Background: an optimization exercise with open tools, aiming at small area, a short achievable clock period and few clock cycles per item. Do not read the settings as production practice.
RTL that was checked went through simulation tests only; none was proved equivalent to the original.
No activity file was given, so power comes from the tool's default toggle rates.

==> flow/design.v (excerpt) <==
module sneva_alu (
    input  wire        clk,
    input  wire        rst_n,        
    input  wire        in_valid,
    output wire        in_ready,
    input  wire [3:0]  in_op,
    input  wire [31:0] in_a,
    input  wire [31:0] in_b,
    output reg         out_valid,
    output wire [31:0] out_result,
    output reg         out_carry
);
==> module sneva_alu, before the edit <==
module sneva_alu (
    input  wire        clk,
    input  wire        rst_n,        
    input  wire        in_valid,
    output wire        in_ready,
    input  wire [3:0]  in_op,
    input  wire [31:0] in_a,
    input  wire [31:0] in_b,
    output reg         out_valid,
    output wire [31:0] out_result,
    output reg         out_carry
);
  reg        rdy;         
  reg        rdy_n;       
  reg        s_valid;     
  reg        busy;        
  reg        div2;        
  reg [3:0]  op;
  reg [31:0] x;           
  reg [32:0] y;           
  reg [5:0]  cnt;         
  reg [31:0] z;           
  assign in_ready   = ~rdy_n;
  assign out_result = z;
  wire op_mul = (op == 4'd2);
  wire op_div = (op == 4'd3);
  wire active = s_valid | busy;
  reg       c_ax;    
  reg       c_az;    
  reg [3:0] c_t;     
  reg       c_x2;    
  reg       c_cin;   
  reg       c_rot;   
  wire [31:0] a_in = ({32{c_ax}} & x) | ({32{c_az}} & z);
  wire [31:0] b_in;
  genvar gi;
  generate
    for (gi = 0; gi < 32; gi = gi + 1) begin : g_bin
      wire lut = x[gi] ? (y[gi] ? c_t[3] : c_t[2]) : (y[gi] ? c_t[1] : c_t[0]);
      if (gi == 0) begin : g0
        assign b_in[gi] = lut;
      end else begin : gn
        assign b_in[gi] = lut ^ (c_x2 & x[gi-1]);
      end
    end
  endgenerate
  wire        cin  = c_cin | (c_rot & x[31]);
  wire [31:0] sum;
  wire        cout;
  add32 u_add (.a(a_in), .b(b_in), .cin(cin), .s(sum), .cout(cout));
  wire cy;
  carry32 u_cy (.a(x), .b(y[31:0]), .cout(cy));
  wire mul_term  = (y[31:1] == 31'd0) | (x[29:0] == 30'd0);   
  wire mul_term2 = (y[31:3] == 29'd0) | (x[27:0] == 28'd0);   
  wire ge        = cout & ~y[32];                             
  wire go        = ge & ~cnt[5];                              
  wire cnt_is1   = (cnt == 6'd1);
  wire mulact = active & op_mul;
  wire divact = active & op_div;
  wire done_mul = mulact & mul_term;
  wire done_div = divact & (div2 ? cnt_is1 : (~go & (cnt == 6'd0)));
  wire done = (s_valid & ~op_mul & ~op_div) | done_mul | done_div;
  wire final_next = (mulact & ~mul_term & mul_term2) |
                    (divact & ~div2 & ~go & cnt_is1) |
                    (divact & div2 & (cnt == 6'd2));
  reg [31:0] z_next;
  always @(*) begin
    case (op)
      4'd3:  z_next = div2 ? {z[30:0], ge} : 32'd0;
      4'd5:  z_next = {1'b0, x[31:1]};
      4'd7:  z_next = {x[0], x[31:1]};
      4'd14: z_next = {31'd0, ~cout};
      4'd15: z_next = {31'd0, sum == 32'd0};   
      default: z_next = sum;   
    endcase
  end
  wire nb_y1 = rdy ? in_b[1] : y[3];
  wire nb_y0 = rdy ? in_b[0] : y[2];
  wire nb_yb = rdy ? 1'b0    : y[1];
  wire nb_m1 = nb_y0 ^ nb_yb;
  wire nb_m2 = (nb_y1 & ~nb_y0 & ~nb_yb) | (~nb_y1 & nb_y0 & nb_yb);
  wire in_mul = (in_op == 4'd2);
  wire in_sh  = (in_op == 4'd4) | (in_op == 4'd6);
  wire rdy_next = rdy ? ~(in_valid & (in_op[3:1] == 3'b001)) : (done | final_next);
  always @(posedge clk or negedge rst_n) begin
    if (!rst_n) begin
      rdy       <= 1'b1;
      rdy_n     <= 1'b0;
      s_valid   <= 1'b0;
      busy      <= 1'b0;
      div2      <= 1'b0;
      out_valid <= 1'b0;
    end else begin
      s_valid   <= in_valid & rdy;
      busy      <= (mulact | divact) & ~done;
      div2      <= divact & ~done & (div2 | ~go);
      out_valid <= done;
      rdy       <= rdy_next;
      rdy_n     <= ~rdy_next;
    end
  end
  always @(posedge clk) begin
    op <= rdy ? in_op : op;
    if (rdy) begin
      x   <= in_a;
      y   <= {1'b0, in_b};
      cnt <= 6'd0;
    end else if (op[0]) begin   
      if (div2 & ge) x <= sum;
      y   <= (~div2 & go) ? {y[31:0], 1'b0} : {1'b0, y[32:1]};
      cnt <= (~div2 & go) ? cnt + 6'd1 : (div2 ? cnt - 6'd1 : cnt);
    end else begin              
      x  <= {x[29:0], 2'b00};
      y  <= {2'b00, y[32:2]};
    end
    z <= z_next;
    if (rdy) begin
      c_ax  <= ~in_mul & ~in_op[3] | (in_op[3:1] == 3'b111);   
      c_x2  <= in_mul & nb_m2;
      c_cin <= (in_mul & nb_y1) | ~(in_mul | in_sh | (in_op == 4'd0) | (in_op[3] & ~(in_op[3:1] == 3'b111)));
      c_rot <= (in_op == 4'd6);
      case (in_op)
        4'd0, 4'd5, 4'd7: c_t <= 4'b1010;                
        4'd2:  c_t <= {{2{nb_m1 ^ nb_y1}}, {2{nb_y1}}};   
        4'd4, 4'd6: c_t <= 4'b1100;                      
        4'd8:  c_t <= 4'b1000;                           
        4'd9:  c_t <= 4'b1110;                           
        4'd10: c_t <= 4'b0110;                           
        4'd11: c_t <= 4'b0001;                           
        4'd12: c_t <= 4'b0111;                           
        4'd13: c_t <= 4'b1001;                           
        default: c_t <= 4'b0101;                         
      endcase
    end else if (op_mul) begin
      c_t   <= {{2{nb_m1 ^ nb_y1}}, {2{nb_y1}}};
      c_x2  <= nb_m2;
      c_cin <= nb_y1;
    end
    c_az <= mulact & ~done;
    if (s_valid) out_carry <= cy;
  end
endmodule
Settings: LEC_CHECK=0, ABC_AREA=1, CAP_MARGIN=20, CORE_MARGIN=2, CORE_UTILIZATION=40, CTS_BUF_LIST=sky130_fd_sc_hd__clkbuf_8, CTS_CLUSTER_DIAMETER=100, CTS_CLUSTER_SIZE=30, SLEW_MARGIN=20; clock period 85.0 ns.
standard.sh (not shown) runs the stock make flow with config.mk's settings and CLKGATE_MAP_FILE= SYNTH_SCRIPT=/design/flow/synth_recipe.tcl, a recipe that flattens the netlist after the stock synthesis.
==> flow/flow/run.sh <==
#!/bin/bash
# Standard layout, with the port buffers made from the smallest plain buffer.
set -e
export BUFFER_PORTS_ARGS="-buffer_cell sky130_fd_sc_hd__buf_1"
bash standard.sh > standard.log 2>&1
Edit:
--- a/flow/design.v
+++ b/flow/design.v
@@ -105,13 +105,13 @@
       4'd14: z_next = {31'd0, ~cout};
       4'd15: z_next = {31'd0, sum == 32'd0};   
       default: z_next = sum;   
     endcase
   end
-  wire nb_y1 = rdy ? in_b[1] : y[3];
-  wire nb_y0 = rdy ? in_b[0] : y[2];
-  wire nb_yb = rdy ? 1'b0    : y[1];
+  wire nb_y1 = y[3];
+  wire nb_y0 = y[2];
+  wire nb_yb = y[1];
   wire nb_m1 = nb_y0 ^ nb_yb;
   wire nb_m2 = (nb_y1 & ~nb_y0 & ~nb_yb) | (~nb_y1 & nb_y0 & nb_yb);
   wire in_mul = (in_op == 4'd2);
   wire in_sh  = (in_op == 4'd4) | (in_op == 4'd6);
   wire rdy_next = rdy ? ~(in_valid & (in_op[3:1] == 3'b001)) : (done | final_next);
@@ -147,16 +147,16 @@
       y  <= {2'b00, y[32:2]};
     end
     z <= z_next;
     if (rdy) begin
       c_ax  <= ~in_mul & ~in_op[3] | (in_op[3:1] == 3'b111);   
-      c_x2  <= in_mul & nb_m2;
-      c_cin <= (in_mul & nb_y1) | ~(in_mul | in_sh | (in_op == 4'd0) | (in_op[3] & ~(in_op[3:1] == 3'b111)));
+      c_x2  <= in_mul & in_b[1] & ~in_b[0];
+      c_cin <= (in_mul & in_b[1]) | ~(in_mul | in_sh | (in_op == 4'd0) | (in_op[3] & ~(in_op[3:1] == 3'b111)));
       c_rot <= (in_op == 4'd6);
       case (in_op)
         4'd0, 4'd5, 4'd7: c_t <= 4'b1010;                
-        4'd2:  c_t <= {{2{nb_m1 ^ nb_y1}}, {2{nb_y1}}};   
+        4'd2:  c_t <= {{2{in_b[0] ^ in_b[1]}}, {2{in_b[1]}}};   
         4'd4, 4'd6: c_t <= 4'b1100;                      
         4'd8:  c_t <= 4'b1000;                           
         4'd9:  c_t <= 4'b1110;                           
         4'd10: c_t <= 4'b0110;                           
         4'd11: c_t <= 4'b0001;                           
What happened:
- via count fell slightly
- routed wire length goes down slightly
- total power is lower by a few percent
- critical path depth falls by 9
- global-route usage came out lower by 0.45 points
- worst hold slack improves by 0.0071 ns
- clock-buffer cell count shrinks by 1
- register-to-register slack improved by 0.09 ns
Testbench counts after the change, summed over its fixed seeds: cycles 77,895, items 32,000.
The RTL of the first run of this note was laid out without a check of its function.

-- what the ideal ports hide --
The results above use ideal ports. As a check the final layouts listed here were re-extracted and re-timed, cells and wires unchanged. Step 1, drivers: a clkbuf_16 drives clk and a buf_2 each remaining input, both assumed. Step 2, shift: input delay + t, output delay - t, t = (earliest + latest rising clock arrival at the registers) / 2. This alone moves slack from input paths to output paths. Three values: ideal, step 1, step 2; two values: the first two.
run | t, ns | setup WS [ns] | worst register clock-pin slew, ns
the first run | 0.506 | 66.695 / 66.722 / 66.216 | 0.09 / 0.09
the second run | 0.497 | 66.926 / 66.883 / 66.766 | 0.09 / 0.09
After both steps every run listed still meets setup and hold. The setup slack of the first run, which loses most, moves by +0.027 ns with the drivers and by -0.479 ns with both steps.
